Background: an optimization exercise with open tools, aiming at small area and a short achievable clock period. Do not read the settings as production practice. Function was checked by simulation only, so behaviour that the tests miss may differ from the original. No activity file was given, so power comes from the tool's default toggle rates. The flow treats the clock pin as an ideal source, which a real chip does not have.

[flow/config.mk]
export PLATFORM = sky130hd
export DESIGN_NAME = sync_fifo
export DESIGN_NICKNAME = sync_fifo
export VERILOG_FILES = /design/flow/design.v
export SDC_FILE = /design/flow/constraint.sdc
export NUM_CORES = 4
export LEC_CHECK = 0
export CAP_MARGIN = 20
export CORE_MARGIN = 2
export CORE_UTILIZATION = 60
export SETUP_SLACK_MARGIN = 2.1
export SLEW_MARGIN = 20
export TNS_END_PERCENT = 10
[flow/constraint.sdc]
create_clock -name core_clock -period 4.0 [get_ports {clk}]
set_input_delay 0.8000 -clock core_clock [delete_from_list [all_inputs] [get_ports {clk}]]
set_output_delay 0.8000 -clock core_clock [all_outputs]
set_load 0.01 [all_outputs]
[flow/design.v]
module sync_fifo #(parameter depth=64,parameter n=8,parameter addr_n=6)(input [n-1:0]din,input clk,rst,w_en,r_en,output reg [n-1:0]dout,output full,empty);
  localparam LO = 9;
  localparam HI = 7;
  localparam NC = 2;
  localparam BPC = n/NC;
  reg [n-1:0] mem [0:LO*HI-1];
  reg [LO-1:0] wlo;
  reg [HI-1:0] whi;
  reg [2:0] rhi;
  reg [LO-1:0] rlo [0:NC-1];
  reg [addr_n-1:0] cnt;
  reg e_r, f_r;
  assign empty = e_r;
  assign full  = f_r;
  wire wr = w_en & ~f_r;
  wire rd = r_en & ~e_r;
  integer i, j, k;
  always @(posedge clk) begin
    for (i = 0; i < HI; i = i + 1)
      for (j = 0; j < LO; j = j + 1)
        if (wr & whi[i] & wlo[j])
          mem[i*LO+j] <= din;
  end
  reg [n-1:0] rdata;
  reg [n-1:0] row;
  reg [n-1:0] csel;
  always @* begin
    rdata = {n{1'b0}};
    for (i = 0; i < HI; i = i + 1) begin
      row = {n{1'b0}};
      for (j = 0; j < LO; j = j + 1) begin
        for (k = 0; k < n; k = k + 1)
          csel[k] = rlo[k/BPC][j];
        row = row | (mem[i*LO+j] & csel);
      end
      rdata = rdata | (row & {n{rhi == i}});
    end
  end
  wire [addr_n-1:0] cnt_up = cnt + 1'b1;
  wire [addr_n-1:0] cnt_dn = cnt - 1'b1;
  wire cnt_is1  = (cnt == 6'd1);
  wire cnt_is62 = (cnt == 6'd62);
  always @(posedge clk) begin
    if (rst) begin
      wlo <= 1; whi <= 1; rhi <= 0;
      for (k = 0; k < NC; k = k + 1) rlo[k] <= 1;
      cnt <= 0; e_r <= 1'b1; f_r <= 1'b0;
      dout <= 0;
    end else begin
      if (wr) begin
        wlo <= {wlo[LO-2:0], wlo[LO-1]};
        if (wlo[LO-1]) whi <= {whi[HI-2:0], whi[HI-1]};
      end
      if (rd) begin
        dout <= rdata;
        for (k = 0; k < NC; k = k + 1) rlo[k] <= {rlo[k][LO-2:0], rlo[k][LO-1]};
        if (rlo[0][LO-1]) rhi <= (rhi == HI-1) ? 3'd0 : rhi + 1'b1;
      end
      if (wr & ~rd) begin
        cnt <= cnt_up;
        e_r <= 1'b0;
        f_r <= cnt_is62;
      end else if (rd & ~wr) begin
        cnt <= cnt_dn;
        f_r <= 1'b0;
        e_r <= cnt_is1;
      end
    end
  end
endmodule
[flow/flow/run.sh]
#!/bin/bash
# Standard ORFS layout (the standard.sh) with two changes:
#  - ports are buffered with buf_4 instead of the delay cell buffer_ports picks by default;
#  - CTS uses larger sink clusters and no dummy loads.
set -euo pipefail
bash standard.sh \
  "BUFFER_PORTS_ARGS=-buffer_cell sky130_fd_sc_hd__buf_4" \
  "CTS_ARGS=-sink_clustering_enable -repair_clock_nets -sink_clustering_size 30 -sink_clustering_max_diameter 100 -dont_use_dummy_load" \
  finish > standard.log 2>&1
[flow/standard.sh]
#!/bin/bash
# synth_recipe.tcl (not shown) runs the flow's synth.tcl, then flattens the netlist and writes it again
# the make line also repeats each setting of config.mk as NAME=value (left out here)
make -C /OpenROAD-flow-scripts/flow DESIGN_CONFIG=/design/flow/config.mk WORK_HOME=/design/flow/orfs CLKGATE_MAP_FILE= SYNTH_SCRIPT=/design/flow/synth_recipe.tcl "${@:-finish}"
==> results.txt, run 1 <==
* Outcome: timing/DRC/antenna clean
* CP Max Fanout at 12
* Commonest cells post-synth: edfxtp_1, nand2_1, and3_1
* Total gr overflow at 0
* Root Driver: clkbuf_16
* YS warnings at 3
* Leak at 7.102 nW
* Num rows at 67
* First-pass GRT wire length at between 70000 and 80000 µm
* Cells after synthesis at 1177
* Flop2flop setup slack at between 1.5 and 2 ns
* Die height at about 190 µm
* Cell taking the most area after synthesis: edfxtp_1
* Final number of max-transition violations at 0
* VDD IR-drop max at 0.3299 mV
* 1st-pass router iterations at 8
* CP top delay family: compound AO/OA/AOI/OAI gates
* Crit path DAT at 2.48 ns
* PwrDens at 420.7 mW/mm²
* Flops & latches, synth at ~560
* ANT nets after route at 0
* Clock Pin Slew Worst Setup and Hold Paths at 0.12 ns
* Most common cell in the netlist: edfxtp_1
* Core area at 0.03345 mm²
* GRT Total Usage at 31.75%
* Port bufs at 21
* Clock Path Buffers at 3
* Avg Inst Size Synth at 17.24 µm²
* Reg-to-reg startpoint: rlo[0][0]$_SDFFE_PP1P_
* DRC viols at 0
* Tot Pwr at 9.574 mW
* CP Buf/Inv Count at 1
* Clk latency of the worst-skew pair at 0.58 ns
* CTS tree: done
* Synth top area cells: edfxtp_1, dfxtp_1, a222oi_1
* DR vias at approximately 12000
* Setup_tns at 0 ns
* Nature of the critical path endpoint: flop
* Setup CP Type: flop to flop
* CP cell instances: buf_12 -> a222oi_1 -> a31oi_2 -> a2111oi_4 -> a311oi_1
* Final worst-path cycle share at 51.29%
* Synth cell types at 39
* Critical path depth in cells at 5
* WL final at about 57000 µm
* HPWL after DPL at 32730 µm
* Max Freq at 487.4 MHz
* Total Nets Final at 1246
* Vias per cell at 7.150
* Mapped cell area at 0.02029 mm²
* EDFF count, synth at 504
* Post-CTS Hold Buffers at 0
* Area share of the largest cell type after synthesis at between 70% and 80%
* Initial antenna violation count at 0
* DIE WIDTH at about 190 µm
* Req. time, crit path at approximately 4.4 ns
* Clock Sinks at 557
* Largest net degree at the start of global routing at 69
* Final min period at 2.052 ns
* Slowest CP cell: a222oi_1
* WL/cell at 33.97 µm
* Max_cap viols at 0
* Layout cell share with drive strength beyond 1 at a little under a fifth
* Slew @ Worst Pin at 0.7214 ns
* Hold Fails Final Rpt at 0
* Count of final setup violators at 0
* Register area at between 0.015 and 0.02 mm²
* Number of global-route vias before repair at 11360
* Critical Path Start: rlo[0][0]$_SDFFE_PP1P_
* Starting Density at 60.65%
* FF-to-FF path depth at 5
* CP startpoint kind: flop
* CP max stage delay at around 0.52 ns
* Hold Path Class: flop to flop
* Critical Path Sink: dout[0]$_SDFFE_PP0P_
* Post-synth top flop: edfxtp_1
* Area added between synthesis and finish at 12.19%
* Die area at 0.03530 mm²
* Worst r2r dst: dout[0]$_SDFFE_PP0P_
* RSZ-0062 raised after global routing: true
* Multi-input gate area at 0.004304 mm²
* Clk_skew at 0.06093 ns
* CTS buffer count at 22
* Async set or reset register ratio after synthesis at 0%
* Slew margin rel. at approximately half
* Top Ports at 22
* Sequential area share after synthesis at 79.84%
* Fillers at 2170
* GPL Wtd Cong at 0.8399
* Diodes inserted at 0
* Initial DRC count at 1914
* H-tree lvl count at 1
* Syn Nets at 1195
## worst register-to-register path: stages, from the launching register on
cell       delay [ns]
dfxtp_2          0.36
buf_12           0.16
a222oi_1         0.52
a31oi_2          0.20
a2111oi_4        0.50
a311oi_1         0.16
## routing by layer
metal  track usage, %  up-vias  wire length (µm)
li1                 -     4985                 -
met1            46.44     6067             21920
met2            50.64      774             26870
met3            4.061      143              5943
met4            10.15        0              2134
met5                0        -                 0
## report_power, final
part           total, mW  internal, mW  switching [mW]
Combinational      0.518         0.191           0.327
Sequential          6.41          6.36          0.0530
Clock               2.64         0.995            1.65
Total               9.57          7.55            2.03
## registers in the layout, indices dropped and copies added (netlist names)
| register | flops |
|---|---|
| rhi | 3 |
| rlo | 18 |
| wlo | 9 |
| whi | 7 |
| f_r | 1 |
| e_r | 1 |
| mem | 504 |
| dout | 8 |
| cnt | 6 |
## cell type report
cell class                 count  share of cell area (%)
timing repair inverter         2                 0.09896
timing repair buffer         103                   4.415
tap                          448                   2.463
clock buffer                  22                   2.419
sequential                   557                   71.39
inverter                      11                  0.2969
multi-input combinational    531                   18.91
## placed cells by master, fill, tap and decap left out, types with 5 or more instances in the layout
| master | n |
|---|---|
| a31oi_2 | 19 |
| a222oi_1 | 56 |
| edfxtp_1 | 504 |
| a2111oi_4 | 5 |
| and3_1 | 51 |
| buf_12 | 11 |
| a31oi_4 | 8 |
| a221oi_1 | 32 |
| a22oi_1 | 56 |
| clkbuf_16 | 23 |
| nand2_1 | 69 |
| inv_2 | 5 |
| and3_2 | 5 |
| dfxtp_1 | 35 |
| a22o_1 | 56 |
| buf_4 | 77 |
| inv_1 | 5 |
| dfxtp_2 | 6 |
| a221oi_2 | 24 |
| a21oi_1 | 39 |
| dfxtp_4 | 12 |
| nor2_1 | 19 |
| a211oi_1 | 5 |
| nand3_1 | 8 |
| buf_6 | 11 |
| a31oi_1 | 22 |
## how the worst min path moves through the flow
| stage | cells after the start | slack [ns] | startpoint | to |
|---|---|---|---|---|
| 5_1_grt | 2 | 0.51 | f_r$_SDFFE_PP0P_ | f_r$_SDFFE_PP0P_ |
| 2_1_floorplan | 2 | 0.45 | wlo[8]$_SDFFE_PP0P_ | wlo[8]$_SDFFE_PP0P_ |
| 4_1_cts | 2 | 0.49 | f_r$_SDFFE_PP0P_ | f_r$_SDFFE_PP0P_ |
| 3_3_place_gp | 2 | 0.45 | rlo[1][4]$_SDFFE_PP0P_ | rlo[1][5]$_SDFFE_PP0P_ |
| 6_report | 2 | 0.48 | f_r$_SDFFE_PP0P_ | f_r$_SDFFE_PP0P_ |
| 3_5_place_dp | 2 | 0.46 | rlo[1][4]$_SDFFE_PP0P_ | rlo[1][5]$_SDFFE_PP0P_ |
## kinds of logic (layout without fill, tap and decap cells)
family / after synthesis / count (layout) / share of synthesized area (%)
buf+inv: 89 / 138 / 1.875
xor+xnor: 6 / 6 / 0.2590
simple gates: 187 / 187 / 4.626
fa+ha+maj: 6 / 6 / 0.3701
compound gates: 332 / 332 / 13.03
flops: 557 / 557 / 79.84
## metrics by stage
| stage | instance area [µm²] | hold WS, ns | util [%] | std cells | setup WS (ns) |
|---|---|---|---|---|---|
| finish | 22760 | 0.4776 | 68.04 | 1674 | 1.948 |
| global route | 22760 | 0.5077 | 68.04 | 1674 | 1.906 |
| CTS | 22420 | 0.4926 | 67.03 | 1657 | 2.027 |
| detailed placement | 20960 | 0.4617 | 62.66 | 1600 | 1.102 |
| global placement | 20960 | 0.4538 | 62.66 | 1600 | 0.7966 |
| floorplan | 20400 | 0.4537 | - | 1177 | 1.541 |
## what timing repair did
action                                  4_1_cts  5_1_grt
resized for setup                           125       28
cloned                                        1        3
endpoints found under the setup margin      317      123
endpoints found under the hold margin         0        0
pin swaps                                    32       24
setup buffers                                34       14
==> inputs of run 2 (changes only) <==
--- a/flow/config.mk
+++ b/flow/config.mk
@@ -7,7 +7,7 @@
 export LEC_CHECK = 0
 export CAP_MARGIN = 20
 export CORE_MARGIN = 2
-export CORE_UTILIZATION = 60
-export SETUP_SLACK_MARGIN = 2.1
+export CORE_UTILIZATION = 70
+export SETUP_SLACK_MARGIN = 2.3
 export SLEW_MARGIN = 20
 export TNS_END_PERCENT = 10
==> run 2 against run 1 <==
Effect of this change:
- setup slack got worse by 0.094 ns
- still clean
- sequential power about the same
- sequential share of layout area fell by 0.91 points
- power hardly changed
- register-to-register slack lost 0.09 ns
- via count increased by 3.7%
- design area increased by 1.4%
- hold slack hardly changed
- maximum frequency is 4.4% lower
- critical path depth is 1 higher
==> results.txt, run 2 <==
* Mapped cell area at 0.02029 mm²
* Final worst-path cycle share at 53.63%
* Die height at 174.2 µm
* Clk latency of the worst-skew pair at 0.56 ns
* Slowest CP cell: a2111oi_4
* Hold Path Class: flop to flop
* PwrDens at between 400 and 500 mW/mm²
* Avg Inst Size Synth at 17.24 µm²
* HPWL after DPL at about 32000 µm
* DIE WIDTH at around 170 µm
* Area share of the largest cell type after synthesis at between 70 and 80%
* Multi-input gate area at between 0.004 and 0.005 mm²
* Syn Nets at about 1200
* Most frequent cells in the layout: edfxtp_1, buf_4, nand2_1, a22oi_1, a222oi_1
* Root Driver: clkbuf_16
* Hold Fails Final Rpt at 0
* DRC viols at 0
* Biggest regs: mem x504, rlo x18, wlo x9
* Vias per cell at 7.649
* Cell taking the most area after synthesis: edfxtp_1
* Setup_tns at 0 ns
* Core area at 0.02863 mm²
* Most common cell in the netlist: edfxtp_1
* Req. time, crit path at 4.41 ns
* Max Freq at 466.2 MHz
* CP Max Fanout at 8
* CTS tree: done
* GPL Wtd Cong at approximately 0.95
* YS warnings at 3
* ANT nets after route at 0
* Final number of max-transition violations at 0
* Clk_skew at 0.03897 ns
* Initial DRC count at 2247
* Reg-to-reg startpoint: rlo[1][7]$_SDFFE_PP0P_
* H-tree lvl count at 1
* 1st-pass router iterations at 7
* DR vias at 12410
* RSZ-0062 raised after global routing: true
* Final cell count without fillers at 1623
* Async set or reset register ratio after synthesis at 0%
* CP startpoint kind: flop
* Largest net degree at the start of global routing at 64
* Hold Crit Depth at 2
* FF-to-FF path depth at 6
* Clock Path Buffers at 3
* Synth top area cells: edfxtp_1, dfxtp_1, a222oi_1
* Inst Count DP at roughly 1500
* Clock Sinks at between 500 and 600
* CP cell instances: buf_4 -> buf_4 -> a222oi_1 -> a31oi_2 -> a2111oi_4 -> a311oi_1
* Cell mode on critical path: buf_4
* Initial antenna violation count at 0
* Layout cell share with drive strength beyond 1 at 21.83%
* VDD IR-drop max at ~0.43 mV
* Slew @ Worst Pin at approximately 0.8 ns
* Setup CP Type: flop to flop
* Num rows at 62
* WL/cell at 34.99 µm
* CTS buffer count at 22
* Top Ports at 22
* Clock Pin Slew Worst Setup and Hold Paths at 0.11 ns
* Post-CTS Hold Buffers at 0
* Count of final setup violators at 0
* Port bufs at 21
* Total gr overflow at 0
* Critical path depth in cells at 6
* Outcome: timing/DRC/antenna clean
* Register area at 0.01627 mm²
* Leak at 7.215 nW
* Die area at 0.03036 mm²
* Starting Density at a little under three quarters
* Worst hold path startpoint: f_r$_SDFFE_PP0P_
* Crit path DAT at 2.56 ns
* Synth cell types at 39
* EDFF count, synth at about 500
* Max reg flops at 504
* Final min period at ~2.1 ns
* Post-synth top flop: edfxtp_1
* Largest Register: mem
* First-pass GRT wire length at 78320 µm
* Commonest cells post-synth: edfxtp_1, nand2_1, and3_1
* CP Buf/Inv Count at 2
* WL final at 56790 µm
* CP top delay family: compound AO/OA/AOI/OAI gates
* GRT Total Usage at between 30% and 40%
* CP max stage delay at 0.53 ns
* Max_cap viols at 0
* Fillers at roughly 1400
* Area added between synthesis and finish at 13.78%
* Total Nets Final at 1257
* Sequential area share after synthesis at 79.84%
* Flops & latches, synth at approximately 560
* Slew margin rel. at a little under half
* Number of global-route vias before repair at 11490
* Cells after synthesis at approximately 1200
* Most common cell after layout, fill and taps aside: edfxtp_1
* Nature of the critical path endpoint: flop
* Critical Path Start: rlo[1][7]$_SDFFE_PP0P_
==> run 2: cell families (layout without fill, tap and decap cells) <==
kind of cell	after synthesis	in the layout	synth area share (%)
DFF	557	557	79.84
AOI/OAI and AO/OA	332	332	13.03
and+or+nand+nor	187	187	4.626
buffers and inverters	89	149	1.875
adders and majority gates	6	6	0.3701
xor gates and xnor gates	6	6	0.2590
other	0	2	0
==> run 2: path summary, 6_finish.rpt <==
kind	endpoint	slack (ns)
worst max register to register	dout[5]$_SDFFE_PP0P_	1.85
worst max-delay path	dout[5]$_SDFFE_PP0P_	1.85
worst min register to register	f_r$_SDFFE_PP0P_	0.48
worst min-delay path	f_r$_SDFFE_PP0P_	0.48
==> run 2: what timing repair did <==
action	4_1_cts	5_1_grt
endpoints found under the hold margin	0	0
gates cloned	2	5
endpoints found under the setup margin	514	240
setup buffers	27	27
resized for setup	117	95
pin swaps	27	44
==> run 2: routing by layer <==
layer	vias up	track usage, %	wire, µm	share of wire, %
met5	-	0	0	0
met4	0	13.97	2500	4.4
met1	6159	52.53	19750	35
met3	178	6.759	8109	14
met2	1052	55.85	26430	47
li1	5025	-	-	-
==> run 2: where the power goes <==
group	internal [mW]	switching, mW
Clock	0.995	1.60
Sequential	6.36	0.0586
Combinational	0.213	0.347
==> run 2: area by class of cell <==
cell class	count	share of cell area, %
Antenna cell	2	0.02168
Clock buffer	22	2.385
Inverter	11	0.3795
Multi-Input combinational cell	531	19.39
Sequential cell	557	70.49
Tap cell	384	2.082
Timing Repair Buffer	113	5.117
Timing Repair inverter	3	0.1355
==> run 2: metrics by stage <==
step	total power, mW	area [µm²]	setup WS (ns)	util [%]	hold slack [ns]
2_1_floorplan	6.758	20420	1.541	-	0.4537
3_3_place_gp	6.958	20920	0.8411	73.10	0.4696
3_5_place_dp	6.964	20930	0.8971	73.10	0.4834
4_1_cts	9.461	22270	1.955	77.81	0.4941
5_1_grt	9.776	23080	1.842	80.61	0.4948
6_report	9.577	23080	1.855	80.63	0.4778
==> run 2: worst register-to-register path, delay by kind of cell (launching register included) <==
kind / cells / cell delay (ns)
buf+inv: 2 / 0.38
flops: 1 / 0.38
compound gates: 4 / 1.24
==> inputs of run 3 (changes only) <==
==> flow/flow/run.sh (replaced) <==
#!/bin/bash
# Standard ORFS layout (the standard.sh) with three changes:
#  - ports are buffered with buf_4 instead of the delay cell buffer_ports picks by default;
#  - CTS uses larger sink clusters and no dummy loads;
#  - a222oi_1 (only one, weak drive strength) is kept out of mapping; the platform's
#    own don't-use list is repeated since this setting replaces it.
set -euo pipefail
bash standard.sh \
  "BUFFER_PORTS_ARGS=-buffer_cell sky130_fd_sc_hd__buf_4" \
  "CTS_ARGS=-sink_clustering_enable -repair_clock_nets -sink_clustering_size 30 -sink_clustering_max_diameter 100 -dont_use_dummy_load" \
  "DONT_USE_CELLS=sky130_fd_sc_hd__probe_p_8 sky130_fd_sc_hd__probec_p_8 sky130_fd_sc_hd__lpflow_bleeder_1 sky130_fd_sc_hd__lpflow_clkbufkapwr_1 sky130_fd_sc_hd__lpflow_clkbufkapwr_16 sky130_fd_sc_hd__lpflow_clkbufkapwr_2 sky130_fd_sc_hd__lpflow_clkbufkapwr_4 sky130_fd_sc_hd__lpflow_clkbufkapwr_8 sky130_fd_sc_hd__lpflow_clkinvkapwr_1 sky130_fd_sc_hd__lpflow_clkinvkapwr_16 sky130_fd_sc_hd__lpflow_clkinvkapwr_2 sky130_fd_sc_hd__lpflow_clkinvkapwr_4 sky130_fd_sc_hd__lpflow_clkinvkapwr_8 sky130_fd_sc_hd__lpflow_decapkapwr_12 sky130_fd_sc_hd__lpflow_decapkapwr_3 sky130_fd_sc_hd__lpflow_decapkapwr_4 sky130_fd_sc_hd__lpflow_decapkapwr_6 sky130_fd_sc_hd__lpflow_decapkapwr_8 sky130_fd_sc_hd__lpflow_inputiso0n_1 sky130_fd_sc_hd__lpflow_inputiso0p_1 sky130_fd_sc_hd__lpflow_inputiso1n_1 sky130_fd_sc_hd__lpflow_inputiso1p_1 sky130_fd_sc_hd__lpflow_inputisolatch_1 sky130_fd_sc_hd__lpflow_isobufsrc_1 sky130_fd_sc_hd__lpflow_isobufsrc_16 sky130_fd_sc_hd__lpflow_isobufsrc_2 sky130_fd_sc_hd__lpflow_isobufsrc_4 sky130_fd_sc_hd__lpflow_isobufsrc_8 sky130_fd_sc_hd__lpflow_isobufsrckapwr_16 sky130_fd_sc_hd__lpflow_lsbuf_lh_hl_isowell_tap_1 sky130_fd_sc_hd__lpflow_lsbuf_lh_hl_isowell_tap_2 sky130_fd_sc_hd__lpflow_lsbuf_lh_hl_isowell_tap_4 sky130_fd_sc_hd__lpflow_lsbuf_lh_isowell_4 sky130_fd_sc_hd__lpflow_lsbuf_lh_isowell_tap_1 sky130_fd_sc_hd__lpflow_lsbuf_lh_isowell_tap_2 sky130_fd_sc_hd__lpflow_lsbuf_lh_isowell_tap_4 sky130_fd_sc_hd__a222oi_1" \
  finish > standard.log 2>&1
--- a/flow/config.mk
+++ b/flow/config.mk
@@ -7,7 +7,7 @@
 export LEC_CHECK = 0
 export CAP_MARGIN = 20
 export CORE_MARGIN = 2
-export CORE_UTILIZATION = 70
-export SETUP_SLACK_MARGIN = 2.3
+export CORE_UTILIZATION = 60
+export SETUP_SLACK_MARGIN = 2.1
 export SLEW_MARGIN = 20
 export TNS_END_PERCENT = 10
==> run 3 against run 2 <==
Effect of this change:
- global-route usage fell by 5.6 points
- utilization fell by 13 points
- first-iteration DRC count fell by 37%
- critical path depth did not move
- die area rose by 18%
- register-to-register slack improved by 0.15 ns
- sequential power barely moved
- synthesized cell count rose by 4.8%
- via count fell by 2.8%
- setup slack improved by 0.15 ns
- largest power group unchanged
==> results.txt, run 3 <==
* RSZ-0062 raised after global routing: true
* Num rows at 67
* Commonest cells post-synth: edfxtp_1, a22o_1, a21oi_1, nand2_1, a22oi_1
* Tot Pwr at 9.529 mW
* Cell taking the most area after synthesis: edfxtp_1
* Worst r2r dst: dout[4]$_SDFFE_PP0P_
* YS warnings at 3
* CP startpoint kind: flop
* DIE WIDTH at around 190 µm
* Vias per cell at between 7 and 8
* Leak at about 7 nW
* EDFF count, synth at 504
* Clock Sinks at 557
* Largest net degree at the start of global routing at 69
* GRT Total Usage at 30.60%
* Final cell count without fillers at 1713
* Reg-to-reg startpoint: rhi[2]$_SDFFE_PP0P_
* Internal power at 7.528 mW
* Synth top area cells: edfxtp_1, dfxtp_1, a22o_1
* WL final at 55450 µm
* Area added between synthesis and finish at 9.989%
* Clock Pin Slew Worst Setup and Hold Paths at about 0.11 ns
* Req. time, crit path at ~4.5 ns
* Async set or reset register ratio after synthesis at 0%
* Sw Ratio at 21.00%
* Inst Count DP at 1655
* DRC viols at 0
* Hold Path Class: flop to flop
* Initial antenna violation count at 1
* CTS tree: done
* Initial DRC count at about 1400
* Clk latency of the worst-skew pair at 0.57 ns
* Hold Fails Final Rpt at 0
* Slew @ Worst Pin at 0.7705 ns
* Outcome: timing/DRC/antenna clean
* Clock Path Buffers at 3
* Post-CTS Hold Buffers at 0
* Mapped cell area at 0.02060 mm²
* FF-to-FF path depth at 6
* Hold Worst Slack at 0.5092 ns
* Core area at between 0.03 and 0.04 mm²
* Setup_tns at 0 ns
* Count of final setup violators at 0
* Cell Area, Placed at 0.02118 mm²
* Max Freq at between 500 and 600 MHz
* Root Driver: clkbuf_16
* Hold Path Sink: rlo[1][4]$_SDFFE_PP0P_
* DR vias at 12070
* Net Sw Power at 2.001 mW
* Flop pwr share at approximately two thirds
* Number of global-route vias before repair at 11580
* Area share of the largest cell type after synthesis at 73.45%
* Top Ports at 22
* Design Area, Final at 0.02266 mm²
* CP Max Fanout at 8
* Fillers at around 2300
* Most common cell after layout, fill and taps aside: edfxtp_1
* Final min period at 1.990 ns
* H-tree lvl count at 1
* Final WS setup at 2.010 ns
* First-pass GRT wire length at 79130 µm
* Clk_skew at 0.03668 ns
* Flops & latches, synth at 557
* Fin util at 67.25%
* Setup CP Type: flop to flop
* VDD IR-drop max at about 0.39 mV
* Nature of the critical path endpoint: flop
* WL/cell at 32.37 µm
* Total Nets Final at 1284
* Cells after synthesis at 1234
* PwrDens at 420.5 mW/mm²
* Max reg flops at 504
* Port bufs at 21
* Slew margin rel. at 48.63%
* GPL Wtd Cong at 0.8473
* Worst hold path startpoint: rlo[1][4]$_SDFFE_PP0P_
* Post-place setup slack at 1.288 ns
* Hold Crit Depth at 2
* 1st-pass router iterations at 5
* Most common cell in the netlist: edfxtp_1
* Biggest regs: mem x504, rlo x18, wlo x9
* CTS buffer count at 22
* Layout cell share with drive strength beyond 1 at 17.25%
* Largest Register: mem
* Sequential area share after synthesis at just under 80%
* Die area at ~0.036 mm²
* Total gr overflow at 0
* ANT nets after route at 0
* Avg Inst Size Synth at 16.70 µm²
* Die height at 189.3 µm
* Critical Path Start: rhi[2]$_SDFFE_PP0P_
* Crit path DAT at 2.46 ns
* Syn Nets at approximately 1300
* Final worst-path cycle share at 49.76%
* Synth cell types at 45
* Post-synth top flop: edfxtp_1
* Clock power share at 27.6%
* Final number of max-transition violations at 0
* HPWL after DPL at 32860 µm
* Flop2flop setup slack at 2.01 ns
* Combinational power share at 5.2%
* Starting Density at between 60 and 70%
* Max_cap viols at 0
* Most frequent cells in the layout: edfxtp_1, a22o_1, a21oi_1, nand2_1, a22oi_1
[run 3: final cells by class]
class	instances	area [µm²]	area share, %
Sequential cell	557	16260	71.73
Inverter	11	72.57	0.3202
Antenna cell	1	2.502	0.01104
Timing Repair inverter	2	22.52	0.09938
Multi-Input combinational cell	588	4454	19.65
Timing Repair Buffer	84	744.5	3.285
Tap cell	448	560.5	2.473
Clock buffer	22	550.5	2.429
[run 3: worst max-delay path by stage]
stage	endpoint	slack (ns)	cells past startpoint
floorplan	cnt[4]$_SDFFE_PP0P_	1.55	12
global placement	dout[1]$_SDFFE_PP0P_	1.18	6
detailed placement	mem[35][7]$_DFFE_PP_	1.29	6
CTS	dout[5]	2.04	1
global route	dout[2]$_SDFFE_PP0P_	1.98	6
finish	dout[4]$_SDFFE_PP0P_	2.01	6
[run 3: routing by layer]
| layer | routed length, µm | share of wire [%] | vias up | global-route usage (%) |
|---|---|---|---|---|
| met4 | 1581 | 2.9 | 0 | 7.782 |
| met3 | 5034 | 9.1 | 84 | 3.429 |
| li1 | - | - | 5062 | - |
| met5 | 0 | 0 | - | 0 |
| met2 | 25840 | 47 | 639 | 48.41 |
| met1 | 22990 | 41 | 6284 | 46.28 |
[run 3: critical path, stage by stage (launching register included)]
cell and delay [ns]:
dfxtp_1 0.45, inv_2 0.08, or3_4 0.48, a31oi_1 0.41, a2111oi_2 0.09, buf_4 0.17, a211oi_1 0.20
[run 3: kinds of logic after synthesis]
kind of cell / share of synthesized area [%]
flip-flops: 78.60
AO/OA/AOI/OAI: 13.63
AND/OR/NAND/NOR: 4.870
buffers and inverters: 2.283
XOR/XNOR: 0.2550
adder cells (fa/ha/maj): 0.3643
[run 3: power groups by stage]
stage	registers (mW)	clock network (mW)	logic, mW
finish	6.41	2.63	0.491
global route	6.42	2.81	0.525
CTS	6.41	2.64	0.464
detailed placement	6.56	0	0.413
global placement	6.56	0	0.406
floorplan	6.53	0	0.237
[run 3: repair_timing]
item,in CTS,in global routing
pin swaps,23,6
gates cloned,0,2
setup endpoints to repair,420,63
resized for setup,111,26
buffers inserted,20,13
==> inputs of run 4 (changes only) <==
--- a/flow/design.v
+++ b/flow/design.v
@@ -6,7 +6,7 @@
   reg [n-1:0] mem [0:LO*HI-1];
   reg [LO-1:0] wlo;
   reg [HI-1:0] whi;
-  reg [2:0] rhi;
+  reg [HI-1:0] rhi;
   reg [LO-1:0] rlo [0:NC-1];
   reg [addr_n-1:0] cnt;
   reg e_r, f_r;
@@ -33,7 +33,7 @@
           csel[k] = rlo[k/BPC][j];
         row = row | (mem[i*LO+j] & csel);
       end
-      rdata = rdata | (row & {n{rhi == i}});
+      rdata = rdata | (row & {n{rhi[i]}});
     end
   end
   wire [addr_n-1:0] cnt_up = cnt + 1'b1;
@@ -42,7 +42,7 @@
   wire cnt_is62 = (cnt == 6'd62);
   always @(posedge clk) begin
     if (rst) begin
-      wlo <= 1; whi <= 1; rhi <= 0;
+      wlo <= 1; whi <= 1; rhi <= 1;
       for (k = 0; k < NC; k = k + 1) rlo[k] <= 1;
       cnt <= 0; e_r <= 1'b1; f_r <= 1'b0;
       dout <= 0;
@@ -54,7 +54,7 @@
       if (rd) begin
         dout <= rdata;
         for (k = 0; k < NC; k = k + 1) rlo[k] <= {rlo[k][LO-2:0], rlo[k][LO-1]};
-        if (rlo[0][LO-1]) rhi <= (rhi == HI-1) ? 3'd0 : rhi + 1'b1;
+        if (rlo[0][LO-1]) rhi <= {rhi[HI-2:0], rhi[HI-1]};
       end
       if (wr & ~rd) begin
         cnt <= cnt_up;
==> run 4 against run 3 <==
Effect of this change:
- highest routed layer unchanged
- critical path type is now flop to primary output
- hold slack worse by 0.0022 ns
- first-iteration DRC count up 5.8%
- area after synthesis up 0.42%
- die area up 0.41%
- clock power about the same
- still clean on timing, DRC and antenna
- via count down 1.5%
- critical endpoint is now dout[6]
- register-to-register slack better by 0.06 ns
- setup slack better by 0.037 ns
==> results.txt, run 4 <==
* Outcome: timing/DRC/antenna clean
* Flops & latches, synth at 561
* Setup_tns at 0 ns
* DR vias at 11890
* Final number of max-transition violations at 0
* Fillers at 2464
* Clock Sinks at between 500 and 600
* Largest Register: mem
* Slew @ Worst Pin at 0.8521 ns
* Vias per cell at 6.863
* Area share of the largest cell type after synthesis at 73.15%
* DRC viols at 0
* H-tree lvl count at 1
* WL/cell at roughly 32 µm
* Clock Path Buffers at 3
* Post-place setup slack at 0.9520 ns
* Final min period at 1.954 ns
* Die height at about 190 µm
* Req. time, crit path at 3.20 ns
* Most common cell after layout, fill and taps aside: edfxtp_1
* Core area at 0.03429 mm²
* EDFF count, synth at roughly 500
* Slew margin rel. at 43.19%
* DIE WIDTH at ~190 µm
* Commonest cells post-synth: edfxtp_1, a22oi_1, nand2_1, nand4_1
* Hold Fails Final Rpt at 0
* Design Area, Final at 0.02214 mm²
* VDD IR-drop max at 0.3480 mV
* GRT Total Usage at around 31%
* Flop2flop setup slack at 2.07 ns
* Port bufs at 21
* HPWL after DPL at 33270 µm
* Max Freq at between 500 and 600 MHz
* Slowest CP cell: dfxtp_1
* Hold Worst Slack at 0.5070 ns
* CP startpoint kind: flop
* Most frequent cells in the layout: edfxtp_1, a22oi_1, nand2_1, nand4_1, and3_1
* GPL Wtd Cong at 0.8156
* Inst Count DP at ~1700
* CTS buffer count at 22
* Cell Area, Placed at 0.02119 mm²
* Nature of the critical path endpoint: primary output
* Fin util at around 65%
* Clock Pin Slew Worst Setup and Hold Paths at 0.11 ns
* ANT nets after route at 0
* Cell taking the most area after synthesis: edfxtp_1
* Crit path DAT at approximately 1.2 ns
* Leak at 6.888 nW
* Synth top area cells: edfxtp_1, a22oi_1, dfxtp_1
* Hold Path Sink: wlo[8]$_SDFFE_PP0P_
* Number of global-route vias before repair at 11300
* CP cell instances: buf_4
* Initial antenna violation count at 0
* Top Ports at 22
* Syn Nets at around 1300
* Worst hold path startpoint: wlo[8]$_SDFFE_PP0P_
* Most common cell in the netlist: edfxtp_1
* Async set or reset register ratio after synthesis at 0%
* Layout cell share with drive strength beyond 1 at 10.80%
* Hold Crit Depth at 2
* FF-to-FF path depth at 6
* Total gr overflow at 0
* Synth cell types at 41
* Final WS setup at ~2.0 ns
* CP max stage delay at 0.43 ns
* PwrDens at 431.3 mW/mm²
* Avg Inst Size Synth at between 15 and 20 µm²
* Initial DRC count at 1494
* Mapped cell area at ~0.021 mm²
* First-pass GRT wire length at just under 80000 µm
* Sequential area share after synthesis at approximately four fifths
* Num rows at 68
* Root Driver: clkbuf_16
* CP Buf/Inv Count at 1
* Die area at 0.03599 mm²
* Max reg flops at 504
* CP Max Fanout at 2
* Setup CP Type: flop to primary output
* Clk_skew at 0.05251 ns
* Area added between synthesis and finish at 6.990%
* Worst r2r dst: dout[7]$_SDFFE_PP0P_
* Tot Pwr at between 9 and 10 mW
* Clk latency of the worst-skew pair at 0.58 ns
* Biggest regs: mem x504, rlo x18, wlo x9
* Final worst-path cycle share at between 40% and 50%
* Max_cap viols at 0
* Cells after synthesis at 1285
* 1st-pass router iterations at 5
* Reg-to-reg startpoint: rlo[1][2]$_SDFFE_PP0P_
* CP top delay family: flip-flops
* CTS tree: done
* Final cell count without fillers at 1733
* WL final at 55680 µm
* Largest net degree at the start of global routing at 69
* YS warnings at 3
* Diodes inserted at 0
* Post-synth top flop: edfxtp_1
* Hold Path Class: flop to flop
* Count of final setup violators at 0
* Starting Density at 60.35%
* Total Nets Final at between 1000 and 1500
* RSZ-0062 raised after global routing: true
==> run 4: changes by cell type in the layout (fill, tap and decap cells not counted), sizes merged, moves of 11 or more <==
cell    delta
a22oi     +90
nand2     +57
a22o      -50
nand4     +46
a31oi     -42
a221oi    -39
a21oi     -35
o21ai     +32
buf       -30
nor2      -11
==> run 4: tightest hold or removal path, stage by stage (launching register included) <==
cell	delay [ns]
dfxtp_1	0.35
nand2_1	0.06
a21oi_1	0.05
==> run 4: kinds of logic after synthesis <==
logic type | after synthesis | share of synthesized area (%)
adder cells (fa/ha/maj) | 5 | 0.3024
buffers and inverters | 95 | 2.237
AND/OR/NAND/NOR | 285 | 6.954
AO/OA/AOI/OAI | 333 | 11.59
flip-flops | 561 | 78.66
XOR/XNOR | 5 | 0.2116
multiplexers | 1 | 0.04838
==> run 4: report_power, final <==
| group | total, mW | switching [mW] | internal (mW) |
|---|---|---|---|
| logic | 0.453 | 0.307 | 0.146 |
| registers | 6.46 | 0.0647 | 6.40 |
| clock network | 2.63 | 1.64 | 0.996 |
==> run 4: final cells by class <==
cell class / count / area (µm²) / share of cell area (%)
flip-flops and latches: 561 / 16340 / 73.80
multi-input cells: 629 / 4128 / 18.65
well taps: 455 / 569.3 / 2.572
clock buffers: 22 / 550.5 / 2.487
repair buffers: 54 / 484.2 / 2.187
inverters: 11 / 62.56 / 0.2826
repair inverters: 1 / 5.005 / 0.02261
==> run 4: worst max path at each step <==
stage,end,start,depth (start not counted)
2_1_floorplan,cnt[4]$_SDFFE_PP0P_,r_en,10
3_3_place_gp,mem[53][4]$_DFFE_PP_,w_en,6
3_5_place_dp,mem[53][2]$_DFFE_PP_,w_en,6
5_1_grt,dout[6],dout[6]$_SDFFE_PP0P_,1
6_report,dout[6],dout[6]$_SDFFE_PP0P_,1
4_1_cts,dout[3],dout[3]$_SDFFE_PP0P_,1
==> run 4: metal layers <==
layer	up-vias	GRT usage, %	share of wire (%)	wire length, µm
met2	684	47.27	46	25430
met3	112	5.608	10	5701
met5	-	0.1374	0	0
li1	5094	-	-	-
met1	6003	46.90	40	22520
met4	0	10.44	3.6	2022
==> run 4: what timing repair did <==
| item | 4_1_cts | 5_1_grt |
|---|---|---|
| gates cloned | 1 | 0 |
| buffers inserted | 7 | 7 |
| gates resized for setup | 65 | 32 |
| pin swaps | 2 | 4 |
| hold buffers | 0 | 0 |
| setup endpoints to repair | 537 | 53 |
==> inputs of run 5 (changes only) <==
--- a/flow/design.v
+++ b/flow/design.v
@@ -1,7 +1,7 @@
 module sync_fifo #(parameter depth=64,parameter n=8,parameter addr_n=6)(input [n-1:0]din,input clk,rst,w_en,r_en,output reg [n-1:0]dout,output full,empty);
   localparam LO = 9;
   localparam HI = 7;
-  localparam NC = 2;
+  localparam NC = 1;
   localparam BPC = n/NC;
   reg [n-1:0] mem [0:LO*HI-1];
   reg [LO-1:0] wlo;
==> run 5 against run 4 <==
Effect of this change:
- still clean
- sequential share of layout area is 0.40 points lower
- die area decreased by 1.6%
- maximum frequency up 0.67%
- critical endpoint is now dout[0]
==> results.txt, run 5 <==
* Synth Area in Compound Gates at between 10% and 20%
* GRT Total Usage at 29.41%
* Post-synth top flop: edfxtp_1
* CP Max Fanout at 2
* CP top delay family: flip-flops
* Final cell count without fillers at 1698
* Clock Path Buffers at 3
* Inst Count DP at between 1500 and 2000
* Hold Fails Final Rpt at 0
* Total Nets Final at 1269
* GPL Wtd Cong at 0.8116
* Flop pwr share at between 60% and 70%
* ANT nets after route at 0
* Req. time, crit path at 3.20 ns
* Num rows at 67
* Final worst-path cycle share at 48.52%
* Sequential area share after synthesis at 79.05%
* Combinational power share at under 10%
* DIE WIDTH at 188.2 µm
* Die area at 0.03543 mm²
* Initial antenna violation count at 0
* YS warnings at 3
* Async set or reset register ratio after synthesis at 0%
* Setup CP Type: flop to primary output
* CTS tree: done
* Clock power share at roughly 28%
* Starting Density at approximately 60%
* Core area at between 0.03 and 0.04 mm²
* Layout cell share with drive strength beyond 1 at 10.08%
* Biggest regs: mem x504, rlo x9, wlo x9
* DRC viols at 0
* Clk_skew at 0.07085 ns
* Nature of the critical path endpoint: primary output
* CP cell instances: buf_4
* Slew margin rel. at 49.36%
* Net Sw Power at 1.952 mW
* Largest Register: mem
* Internal power at 7.461 mW
* Root Driver: clkbuf_16
* Mapped cell area at 0.02036 mm²
* CTS buffer count at 22
* Number of global-route vias before repair at between 10000 and 15000
* Clock Pin Slew Worst Setup and Hold Paths at 0.11 ns
* Die height at 188.2 µm
* EDFF count, synth at 504
* Outcome: timing/DRC/antenna clean
* Clock Sinks at 552
* HPWL after DPL at about 28000 µm
* Top Ports at 22
* Port bufs at 21
* Sw Ratio at 20.74%
* Clk latency of the worst-skew pair at 0.58 ns
* Design Area, Final at 0.02198 mm²
* Vias per cell at 6.818
* 1st-pass router iterations at 6
* Hold Path Class: flop to flop
* Total gr overflow at 0
* Crit path DAT at ~1.1 ns
* Simple-Gate Fraction of Synth Area at ~6.7%
* Commonest cells post-synth: edfxtp_1, a22oi_1, nand2_1, and3_1, nand4_1
* Cell taking the most area after synthesis: edfxtp_1
* Synth Area in Adders at 0.3072%
* Max Freq at 515.3 MHz
* Most common cell in the netlist: edfxtp_1
* RSZ-0062 raised after global routing: true
* Syn Nets at 1263
* CP max stage delay at 0.42 ns
* Area share of the largest cell type after synthesis at 74.33%
* Post-synthesis mux area share at 0.04916%
* Main combinational cell family by area after synthesis: compound AO/OA/AOI/OAI gates
* Diodes inserted at 0
* PwrDens at 428.3 mW/mm²
* Most common cell after layout, fill and taps aside: edfxtp_1
* Synth top area cells: edfxtp_1, a22oi_1, dfxtp_1
* VDD IR-drop max at approximately 0.43 mV
* Leak at 6.875 nW
* Initial DRC count at 1329
* Max reg flops at 504
* Setup_tns at 0 ns
* Slowest CP cell: dfxtp_1
* CP Buf/Inv Count at 1
* WL/cell at roughly 31 µm
* First-pass GRT wire length at 75230 µm
* CP startpoint kind: flop
* Max_cap viols at 0
* DR vias at between 10000 and 15000
* Final number of max-transition violations at 0
* Count of final setup violators at 0
* Post-synthesis xor/xnor area fraction at 0.2151%
* Synth cell types at 40
* Cells after synthesis at 1246
* Avg Inst Size Synth at between 15 and 20 µm²
* Flops & latches, synth at 552
* Cell Area, Placed at roughly 0.021 mm²
* Most frequent cells in the layout: edfxtp_1, a22oi_1, nand2_1, nand4_1, and3_1
* WL final at 52320 µm
* H-tree lvl count at 1
* Slew @ Worst Pin at about 0.76 ns
* Area added between synthesis and finish at 7.945%
* Largest net degree at the start of global routing at between 60 and 70
* Final min period at 1.941 ns
## run 5: changes by cell type in the layout (fill, tap and decap cells not counted), moves of 4 or more
| cell | before | now |
|---|---|---|
| a21oi_1 | 50 | 43 |
| a22oi_2 | 16 | 9 |
| nand2_1 | 138 | 118 |
| buf_12 | 3 | 14 |
| dfxtp_4 | 16 | 10 |
| o21ai_2 | 8 | 4 |
| a22oi_1 | 143 | 150 |
| buf_6 | 11 | 5 |
## run 5: kinds of logic (layout without fill, tap and decap cells)
group / Yosys count / in the layout
xor gates and xnor gates: 5 / 5
buffers and inverters: 92 / 96
DFF: 552 / 552
AOI/OAI and AO/OA: 325 / 325
and+or+nand+nor: 266 / 266
muxes: 1 / 1
adders and majority gates: 5 / 5
## run 5: power groups by stage
stage | combinational (mW) | clock, mW | sequential [mW]
detailed placement | 0.392 | 0 | 6.51
floorplan | 0.224 | 0 | 6.48
finish | 0.446 | 2.61 | 6.36
global placement | 0.388 | 0 | 6.51
global route | 0.481 | 2.79 | 6.36
CTS | 0.433 | 2.61 | 6.36
## run 5: worst paths after layout
kind / cells past startpoint / endpoint / slack (ns) / start
setup / recovery: 1 / dout[0] / 2.06 / dout[0]$_SDFFE_PP0P_
hold / removal: 2 / f_r$_SDFFE_PP0P_ / 0.49 / f_r$_SDFFE_PP0P_
setup reg to reg: 6 / dout[4]$_SDFFE_PP0P_ / 2.08 / rlo[0][7]$_SDFFE_PP0P_
hold reg to reg: 2 / f_r$_SDFFE_PP0P_ / 0.49 / f_r$_SDFFE_PP0P_
## run 5: stage by stage
stage | power, mW | hold slack (ns) | setup WS, ns | util (%)
floorplan | 6.699 | 0.4537 | 1.503 | -
global placement | 6.894 | 0.4670 | 1.318 | 62.34
detailed placement | 6.899 | 0.4744 | 1.247 | 62.34
CTS | 9.409 | 0.4901 | 2.042 | 64.99
global route | 9.637 | 0.5047 | 2.042 | 65.71
finish | 9.413 | 0.4886 | 2.059 | 65.71
## run 5: area by class of cell
class	count	area, µm²
inverter	10	58.81
multi-input combinational	602	3959
clock buffer	22	550.5
tap	448	560.5
fill	2307	11470
sequential	552	16130
timing repair buffer	64	716.9
## run 5: layer usage
layer	track usage, %	wire [µm]	up-vias
met5	0	0	-
met1	42.36	21430	5990
li1	-	-	4995
met3	3.576	4068	86
met2	47.67	25090	506
met4	9.419	1740	0
## run 5: what timing repair did
action                                  4_1_cts  5_1_grt
hold buffers                                  0        0
pin swaps                                     2        3
endpoints found under the setup margin      363       63
resized for setup                            33       19
buffers inserted                             19       15
==> inputs of run 6 (changes only) <==
--- a/flow/flow/run.sh
+++ b/flow/flow/run.sh
@@ -7,6 +7,7 @@
 set -euo pipefail
 bash standard.sh \
   "BUFFER_PORTS_ARGS=-buffer_cell sky130_fd_sc_hd__buf_4" \
-  "CTS_ARGS=-sink_clustering_enable -repair_clock_nets -sink_clustering_size 30 -sink_clustering_max_diameter 100 -dont_use_dummy_load" \
+  "CTS_ARGS=-sink_clustering_enable -repair_clock_nets -sink_clustering_size 25 -sink_clustering_max_diameter 100 -dont_use_dummy_load" \
   "DONT_USE_CELLS=sky130_fd_sc_hd__probe_p_8 sky130_fd_sc_hd__probec_p_8 sky130_fd_sc_hd__lpflow_bleeder_1 sky130_fd_sc_hd__lpflow_clkbufkapwr_1 sky130_fd_sc_hd__lpflow_clkbufkapwr_16 sky130_fd_sc_hd__lpflow_clkbufkapwr_2 sky130_fd_sc_hd__lpflow_clkbufkapwr_4 sky130_fd_sc_hd__lpflow_clkbufkapwr_8 sky130_fd_sc_hd__lpflow_clkinvkapwr_1 sky130_fd_sc_hd__lpflow_clkinvkapwr_16 sky130_fd_sc_hd__lpflow_clkinvkapwr_2 sky130_fd_sc_hd__lpflow_clkinvkapwr_4 sky130_fd_sc_hd__lpflow_clkinvkapwr_8 sky130_fd_sc_hd__lpflow_decapkapwr_12 sky130_fd_sc_hd__lpflow_decapkapwr_3 sky130_fd_sc_hd__lpflow_decapkapwr_4 sky130_fd_sc_hd__lpflow_decapkapwr_6 sky130_fd_sc_hd__lpflow_decapkapwr_8 sky130_fd_sc_hd__lpflow_inputiso0n_1 sky130_fd_sc_hd__lpflow_inputiso0p_1 sky130_fd_sc_hd__lpflow_inputiso1n_1 sky130_fd_sc_hd__lpflow_inputiso1p_1 sky130_fd_sc_hd__lpflow_inputisolatch_1 sky130_fd_sc_hd__lpflow_isobufsrc_1 sky130_fd_sc_hd__lpflow_isobufsrc_16 sky130_fd_sc_hd__lpflow_isobufsrc_2 sky130_fd_sc_hd__lpflow_isobufsrc_4 sky130_fd_sc_hd__lpflow_isobufsrc_8 sky130_fd_sc_hd__lpflow_isobufsrckapwr_16 sky130_fd_sc_hd__lpflow_lsbuf_lh_hl_isowell_tap_1 sky130_fd_sc_hd__lpflow_lsbuf_lh_hl_isowell_tap_2 sky130_fd_sc_hd__lpflow_lsbuf_lh_hl_isowell_tap_4 sky130_fd_sc_hd__lpflow_lsbuf_lh_isowell_4 sky130_fd_sc_hd__lpflow_lsbuf_lh_isowell_tap_1 sky130_fd_sc_hd__lpflow_lsbuf_lh_isowell_tap_2 sky130_fd_sc_hd__lpflow_lsbuf_lh_isowell_tap_4 sky130_fd_sc_hd__a222oi_1" \
+  SKIP_INCREMENTAL_REPAIR=1 \
   finish > standard.log 2>&1
--- a/flow/config.mk
+++ b/flow/config.mk
@@ -8,6 +8,6 @@
 export CAP_MARGIN = 20
 export CORE_MARGIN = 2
 export CORE_UTILIZATION = 60
-export SETUP_SLACK_MARGIN = 2.1
+export SETUP_SLACK_MARGIN = 2.2
 export SLEW_MARGIN = 20
-export TNS_END_PERCENT = 10
+export TNS_END_PERCENT = 20
==> run 6 against run 5 <==
Effect of this change:
- still clean on timing, DRC and antenna
- clock skew is 0.0058 ns lower
- first-iteration DRC count is 3.5% higher
- routed wire length is 0.36% higher
- sequential share of layout area is 1.1 points lower
- critical path depth is 5 higher
- register-to-register slack better by 0.02 ns
- utilization is 1.0 points higher
- global-route usage is 0.79 points higher
- design area is 1.6% higher
==> results.txt, run 6 <==
* Most frequent cells in the layout: edfxtp_1, a22oi_1, nand2_1, nand4_1, a22o_1
* Final worst-path cycle share at 47.51%
* Layout cell share with drive strength beyond 1 at 13.31%
* Post-cts resize count at just under 100
* Hold Path Sink: f_r$_SDFFE_PP0P_
* Register area at 0.01615 mm²
* Area share of the largest cell type after synthesis at approximately three quarters
* CP max stage delay at around 0.43 ns
* Final number of max-transition violations at 0
* Starting Density at 60.88%
* CP Buf/Inv Count at 1
* CP Max Fanout at 5
* YS warnings at 3
* Slew margin rel. at between 40% and 50%
* Diodes inserted at 0
* Worst r2r dst: dout[7]$_SDFFE_PP0P_
* FF-to-FF path depth at 6
* Vias per cell at 6.760
* Worst hold path startpoint: f_r$_SDFFE_PP0P_
* Crit path DAT at 2.34 ns
* Mapped cell area at 0.02036 mm²
* VDD IR-drop max at 0.3626 mV
* Hold Crit Depth at 2
* Core area at 0.03345 mm²
* Fillers at 2279
* Clk_skew at 0.06501 ns
* Biggest regs: mem x504, rlo x9, wlo x9
* Reg-to-reg startpoint: rlo[0][1]$_SDFFE_PP0P_
* WL final at 52510 µm
* HPWL after DPL at 27980 µm
* Initial DRC count at 1376
* ANT nets after route at 0
* Cell Area, Placed at 0.02090 mm²
* Num rows at 67
* Commonest cells post-synth: edfxtp_1, a22oi_1, nand2_1, and3_1, nand4_1
* First-pass GRT wire length at 76870 µm
* DIE WIDTH at 188.2 µm
* Clock Path Buffers at 3
* Req. time, crit path at 4.44 ns
* Leak at around 7 nW
* PwrDens at 430.5 mW/mm²
* Max_cap viols at 0
* CP cell instances: bufbuf_16 -> a22oi_1 -> nand4_1 -> o21ai_2 -> and4_1 -> a31oi_1
* H-tree lvl count at 1
* Largest net degree at the start of global routing at 64
* Post-synth top flop: edfxtp_1
* Synth top area cells: edfxtp_1, a22oi_1, dfxtp_1
* Nature of the critical path endpoint: flop
* Outcome: timing/DRC/antenna clean
* Syn Nets at 1263
* Total gr overflow at 0
* DR vias at 11560
* Die height at 188.2 µm
* Area added between synthesis and finish at 9.623%
* Clock Sinks at between 500 and 600
* GPL Wtd Cong at 0.8223
* Most common cell in the netlist: edfxtp_1
* Clock Pin Slew Worst Setup and Hold Paths at around 0.10 ns
* Count of final setup violators at 0
* Post-CTS setup buffers at 38
* CP startpoint kind: flop
* Root Driver: clkbuf_16
* Post-CTS Hold Buffers at 0
* EDFF count, synth at 504
* GRT Total Usage at 30.20%
* CP top delay family: compound AO/OA/AOI/OAI gates
* Cells after synthesis at between 1000 and 1500
* Fin util at 66.73%
* Flops & latches, synth at around 550
* WL/cell at 30.71 µm
* Hold Path Class: flop to flop
* Max reg flops at 504
* Top Ports at 22
* Sequential area share after synthesis at around four fifths
* Async set or reset register ratio after synthesis at 0%
* Number of global-route vias before repair at 11080
* Multi-input gate area at about 0.004 mm²
* Max Freq at 526.2 MHz
* Die area at ~0.035 mm²
* Tot Pwr at 9.608 mW
* Synth cell types at 40
* 1st-pass router iterations at 5
* Setup CP Type: flop to flop
* Cell taking the most area after synthesis: edfxtp_1
* Initial antenna violation count at 0
* CTS buffer count at 26
* Most common cell after layout, fill and taps aside: edfxtp_1
* Final min period at around 1.9 ns
* Total Nets Final at 1281
* Slew @ Worst Pin at between 0.7 and 0.8 ns
* Slowest CP cell: dfxtp_4
* DRC viols at 0
* CTS tree: done
* Flop2flop setup slack at 2.10 ns
* Hold Fails Final Rpt at 0
* Clk latency of the worst-skew pair at 0.57 ns
* Critical path depth in cells at 6
* Avg Inst Size Synth at between 15 and 20 µm²
* Port bufs at 21
* Setup_tns at 0 ns
* Design Area, Final at 0.02232 mm²
* Largest Register: mem
==> run 6: area by class of cell <==
class | instances | share of cell area (%)
multi-input cells | 602 | 18.18
flip-flops and latches | 552 | 72.34
repair buffers | 71 | 3.655
inverters | 10 | 0.3587
repair inverters | 1 | 0.03924
clock buffers | 26 | 2.915
well taps | 448 | 2.511
==> run 6: worst register-to-register path, stage by stage (launching register included) <==
cell,delay [ns]
dfxtp_4,0.43
bufbuf_16,0.29
a22oi_1,0.23
nand4_1,0.22
o21ai_2,0.27
and4_1,0.26
a31oi_1,0.08
==> run 6: logic make-up (layout without fill, tap and decap cells) <==
logic type,Yosys count,after routing,share of synthesized area [%]
multiplexers,1,1,0.04916
buffers and inverters,92,108,2.095
XOR/XNOR,5,5,0.2151
AND/OR/NAND/NOR,266,266,6.729
AO/OA/AOI/OAI,325,325,11.56
flip-flops,552,552,79.05
adder cells (fa/ha/maj),5,5,0.3072
==> run 6: metal layers <==
metal	vias up	part of all wire [%]	GRT usage [%]
li1	5020	-	-
met2	550	48	48.10
met4	0	2.5	6.965
met3	70	8.0	3.353
met5	-	0	0
met1	5920	42	45.76
==> run 6: metrics by stage <==
| step | hold WS, ns | instances | setup WS, ns |
|---|---|---|---|
| global placement | 0.4648 | 1644 | 1.295 |
| global route | 0.5007 | 1710 | 2.031 |
| detailed placement | 0.4716 | 1644 | 1.243 |
| CTS | 0.4769 | 1710 | 2.123 |
| floorplan | 0.4537 | 1246 | 1.503 |
| finish | 0.4791 | 1710 | 2.099 |
==> run 6: how the worst max path moves through the flow <==
stage,start,to,slack [ns]
2_1_floorplan,r_en,cnt[4]$_SDFFE_PP0P_,1.50
3_3_place_gp,r_en,cnt[4]$_SDFFE_PP0P_,1.30
3_5_place_dp,w_en,mem[8][6]$_DFFE_PP_,1.24
4_1_cts,e_r$_SDFFE_PP1P_,empty,2.12
5_1_grt,rlo[0][1]$_SDFFE_PP0P_,dout[5]$_SDFFE_PP0P_,2.03
6_report,rlo[0][1]$_SDFFE_PP0P_,dout[7]$_SDFFE_PP0P_,2.10
==> run 6: where the power goes <==
part | internal [mW] | total [mW] | switching, mW
clock | 1.16 | 2.76 | 1.60
combinational | 0.173 | 0.483 | 0.310
sequential | 6.31 | 6.37 | 0.0540
total | 7.64 | 9.61 | 1.96
==> inputs of run 7 (changes only) <==
--- a/flow/flow/run.sh
+++ b/flow/flow/run.sh
@@ -9,5 +9,4 @@
   "BUFFER_PORTS_ARGS=-buffer_cell sky130_fd_sc_hd__buf_4" \
   "CTS_ARGS=-sink_clustering_enable -repair_clock_nets -sink_clustering_size 25 -sink_clustering_max_diameter 100 -dont_use_dummy_load" \
   "DONT_USE_CELLS=sky130_fd_sc_hd__probe_p_8 sky130_fd_sc_hd__probec_p_8 sky130_fd_sc_hd__lpflow_bleeder_1 sky130_fd_sc_hd__lpflow_clkbufkapwr_1 sky130_fd_sc_hd__lpflow_clkbufkapwr_16 sky130_fd_sc_hd__lpflow_clkbufkapwr_2 sky130_fd_sc_hd__lpflow_clkbufkapwr_4 sky130_fd_sc_hd__lpflow_clkbufkapwr_8 sky130_fd_sc_hd__lpflow_clkinvkapwr_1 sky130_fd_sc_hd__lpflow_clkinvkapwr_16 sky130_fd_sc_hd__lpflow_clkinvkapwr_2 sky130_fd_sc_hd__lpflow_clkinvkapwr_4 sky130_fd_sc_hd__lpflow_clkinvkapwr_8 sky130_fd_sc_hd__lpflow_decapkapwr_12 sky130_fd_sc_hd__lpflow_decapkapwr_3 sky130_fd_sc_hd__lpflow_decapkapwr_4 sky130_fd_sc_hd__lpflow_decapkapwr_6 sky130_fd_sc_hd__lpflow_decapkapwr_8 sky130_fd_sc_hd__lpflow_inputiso0n_1 sky130_fd_sc_hd__lpflow_inputiso0p_1 sky130_fd_sc_hd__lpflow_inputiso1n_1 sky130_fd_sc_hd__lpflow_inputiso1p_1 sky130_fd_sc_hd__lpflow_inputisolatch_1 sky130_fd_sc_hd__lpflow_isobufsrc_1 sky130_fd_sc_hd__lpflow_isobufsrc_16 sky130_fd_sc_hd__lpflow_isobufsrc_2 sky130_fd_sc_hd__lpflow_isobufsrc_4 sky130_fd_sc_hd__lpflow_isobufsrc_8 sky130_fd_sc_hd__lpflow_isobufsrckapwr_16 sky130_fd_sc_hd__lpflow_lsbuf_lh_hl_isowell_tap_1 sky130_fd_sc_hd__lpflow_lsbuf_lh_hl_isowell_tap_2 sky130_fd_sc_hd__lpflow_lsbuf_lh_hl_isowell_tap_4 sky130_fd_sc_hd__lpflow_lsbuf_lh_isowell_4 sky130_fd_sc_hd__lpflow_lsbuf_lh_isowell_tap_1 sky130_fd_sc_hd__lpflow_lsbuf_lh_isowell_tap_2 sky130_fd_sc_hd__lpflow_lsbuf_lh_isowell_tap_4 sky130_fd_sc_hd__a222oi_1" \
-  SKIP_INCREMENTAL_REPAIR=1 \
   finish > standard.log 2>&1
==> run 7 against run 6 <==
Effect of this change:
- combinational power increased by 7.7%
- non-clock buffer count increased by 10
- register-to-register slack improved by 0.04 ns
- power increased by 0.53%
- sequential power about the same
- sequential cell count unchanged
- routed wire length increased by 1.5%
- via count increased by 0.52%
- clock skew about the same
- first-iteration DRC count increased by 10%
- synthesized cell count unchanged
- clock power about the same
- highest routed layer unchanged
==> results.txt, run 7 <==
* Core area at 0.03345 mm²
* Commonest cells post-synth: edfxtp_1, a22oi_1, nand2_1, and3_1, nand4_1
* YS warnings at 3
* Vias per cell at 6.756
* Max Freq at 536.4 MHz
* Final cell count without fillers at approximately 1700
* Setup CP Type: flop to primary output
* PwrDens at 426.8 mW/mm²
* Die height at 188.2 µm
* WL final at 53300 µm
* Max_cap viols at 0
* Mapped cell area at 0.02036 mm²
* Slowest CP cell: dfxtp_4
* Sequential area share after synthesis at roughly 80%
* Combinational power share at roughly 5.4%
* Port bufs at 21
* Starting Density at 60.88%
* Most common cell after layout, fill and taps aside: edfxtp_1
* Num rows at 67
* Async set or reset register ratio after synthesis at 0%
* Hold Path Class: flop to flop
* Total gr overflow at 0
* Largest Register: mem
* Cell taking the most area after synthesis: edfxtp_1
* Hold Worst Slack at 0.5210 ns
* Req. time, crit path at about 3.2 ns
* Avg Inst Size Synth at approximately 16 µm²
* Net Sw Power at 1.993 mW
* HPWL after DPL at roughly 28000 µm
* GRT Total Usage at a little under a third
* GPL Wtd Cong at about 0.82
* Biggest regs: mem x504, rlo x9, wlo x9
* EDFF count, synth at 504
* Clock Sinks at 552
* FF-to-FF path depth at 7
* RSZ-0062 raised after global routing: true
* Slew @ Worst Pin at 0.7925 ns
* DRC viols at 0
* Initial antenna violation count at 0
* Crit path DAT at roughly 1.1 ns
* CTS buffer count at 26
* Fin util at 67.65%
* Flops & latches, synth at 552
* Area share of the largest cell type after synthesis at roughly 74%
* Met2 track demand over resource at 48.10%
* CTS tree: done
* Hold Crit Depth at 2
* Most frequent cells in the layout: edfxtp_1, a22oi_1, nand2_1, nand4_1, a22o_1
* GRT busiest layer: met2
* Synth cell types at 40
* VDD IR-drop max at about 0.36 mV
* Met1 usage at 45.76%
* CP top delay family: flip-flops
* Largest net degree at the start of global routing at between 60 and 70
* Most common cell in the netlist: edfxtp_1
* Flop pwr share at roughly 66%
* Outcome: timing/DRC/antenna clean
* Root Driver: clkbuf_16
* Internal power at around 7.7 mW
* CP cell instances: buf_6
* Initial DRC count at 1520
* CP Max Fanout at 2
* Cells after synthesis at 1246
* Sw Ratio at 20.64%
* CP max stage delay at 0.38 ns
* Setup_tns at 0 ns
* Post-synth top flop: edfxtp_1
* WL/cell at 30.99 µm
* Post-place setup slack at 1.243 ns
* ANT nets after route at 0
* Total Nets Final at 1291
* Top Ports at 22
* Layout cell share with drive strength beyond 1 at 15.96%
* Inst Count DP at 1644
* Leak at 7.073 nW
* Clk latency of the worst-skew pair at approximately 0.57 ns
* Final number of max-transition violations at 0
* DIE WIDTH at roughly 190 µm
* Clock power share at 28.7%
* Clock Path Buffers at 3
* Clk_skew at ~0.065 ns
* Diodes inserted at 0
* Area added between synthesis and finish at 11.13%
* Post-CTS Hold Buffers at 0
* Fillers at 2255
* Slew margin rel. at 47.16%
* Final min period at 1.864 ns
* Synth top area cells: edfxtp_1, a22oi_1, dfxtp_1
* H-tree lvl count at 1
* Final worst-path cycle share at 46.61%
* DR vias at 11620
* First-pass GRT wire length at 76870 µm
* Final WS setup at 2.136 ns
* CP Buf/Inv Count at 1
* Nature of the critical path endpoint: primary output
* Hold Fails Final Rpt at 0
* 1st-pass router iterations at 5
* Max reg flops at 504
* Clock Pin Slew Worst Setup and Hold Paths at 0.10 ns
* Syn Nets at 1263
* Met3 capacity usage during global routing at 3.353%
* CP startpoint kind: flop
* Count of final setup violators at 0
* Number of global-route vias before repair at 11080
* Critical path depth in cells at 1
* Die area at 0.03543 mm²
run 7: cell counts after synthesis:
No cell type changed its count.
run 7: layer usage:
layer | vias up | routed length (µm)
met5 | - | 0
met4 | 0 | 1362
met3 | 71 | 4132
met2 | 535 | 25490
met1 | 5975 | 22310
li1 | 5039 | -
run 7: layout make-up:
| class | instances | area (µm²) | share of cell area (%) |
|---|---|---|---|
| Tap cell | 448 | 560.5 | 2.477 |
| Inverter | 10 | 80.08 | 0.3539 |
| Timing Repair Buffer | 81 | 977.2 | 4.318 |
| Clock buffer | 26 | 650.6 | 2.875 |
| Timing Repair inverter | 1 | 8.758 | 0.03870 |
| Sequential cell | 552 | 16160 | 71.42 |
| Multi-Input combinational cell | 602 | 4190 | 18.52 |
run 7: kinds of logic after synthesis:
group                      Yosys count  share of synthesized area, %
DFF                                552                         79.05
buffers and inverters               92                         2.095
adders and majority gates            5                        0.3072
xor gates and xnor gates             5                        0.2151
AOI/OAI and AO/OA                  325                         11.56
and+or+nand+nor                    266                         6.729
muxes                                1                       0.04916
run 7: final timing paths:
path                     startpoint                   end  slack [ns]
max            dout[1]$_SDFFE_PP0P_               dout[1]        2.14
min             wlo[8]$_SDFFE_PP0P_   wlo[8]$_SDFFE_PP0P_        0.52
max reg2reg  rlo[0][1]$_SDFFE_PP0P_  dout[7]$_SDFFE_PP0P_        2.14
min reg2reg     wlo[8]$_SDFFE_PP0P_   wlo[8]$_SDFFE_PP0P_        0.52
run 7: power groups by stage:
stage	clock network [mW]	logic [mW]	registers, mW
finish	2.77	0.520	6.37
global route	2.96	0.554	6.37
CTS	2.78	0.481	6.36
detailed placement	0	0.393	6.52
global placement	0	0.390	6.52
floorplan	0	0.226	6.48
run 7: what timing repair did:
item,4_1_cts,5_1_grt
pin swaps,16,35
cloned,2,2
resized for setup,98,50
buffers inserted,38,8
setup endpoints to repair,440,111
run 7: per-stage QoR:
stage	area [µm²]	total power, mW
6_report	22630	9.659
5_1_grt	22630	9.887
4_1_cts	22320	9.629
3_5_place_dp	20900	6.910
3_3_place_gp	20900	6.905
2_1_floorplan	20520	6.701

## port drivers added, routing unchanged
In the flow no input, the clock included, has a driving cell. The finished layouts below were timed again as built, in two steps. Step 1 sets driving cells, clkbuf_16 on the clock port and buf_2 on the other inputs (assumed; they add their load-dependent delay and slew). Step 2 moves the port delays by t, midway between the first and last clock arrival at a register: inputs arrive t later, outputs are due t later. That takes back most of the time a late clock gives input paths. Three values: ideal ports, drivers, drivers and shift; two values: the first two.
run | t, ns | setup slack, ns | latest minus earliest clock arrival (ns) | cell pins on the clock port's net
run 1 | 0.607 | 1.948 / 1.948 / 1.679 | 0.062 / 0.061 | 1
run 2 | 0.599 | 1.855 / 1.855 / 1.640 | 0.043 / 0.043 | 1
run 3 | 0.605 | 2.010 / 1.974 / 1.715 | 0.042 / 0.042 | 1
run 4 | 0.607 | 2.046 / 1.991 / 1.621 | 0.054 / 0.053 | 1
run 5 | 0.595 | 2.059 / 2.006 / 1.662 | 0.073 / 0.073 | 1
run 6 | 0.591 | 2.099 / 2.082 / 1.665 | 0.065 / 0.066 | 1
run 7 | 0.589 | 2.136 / 2.083 / 1.658 | 0.065 / 0.065 | 1
After both steps every run listed still meets setup and hold. The setup slack of run 7, which loses most, moves by -0.053 ns with the drivers and by -0.478 ns with both steps.
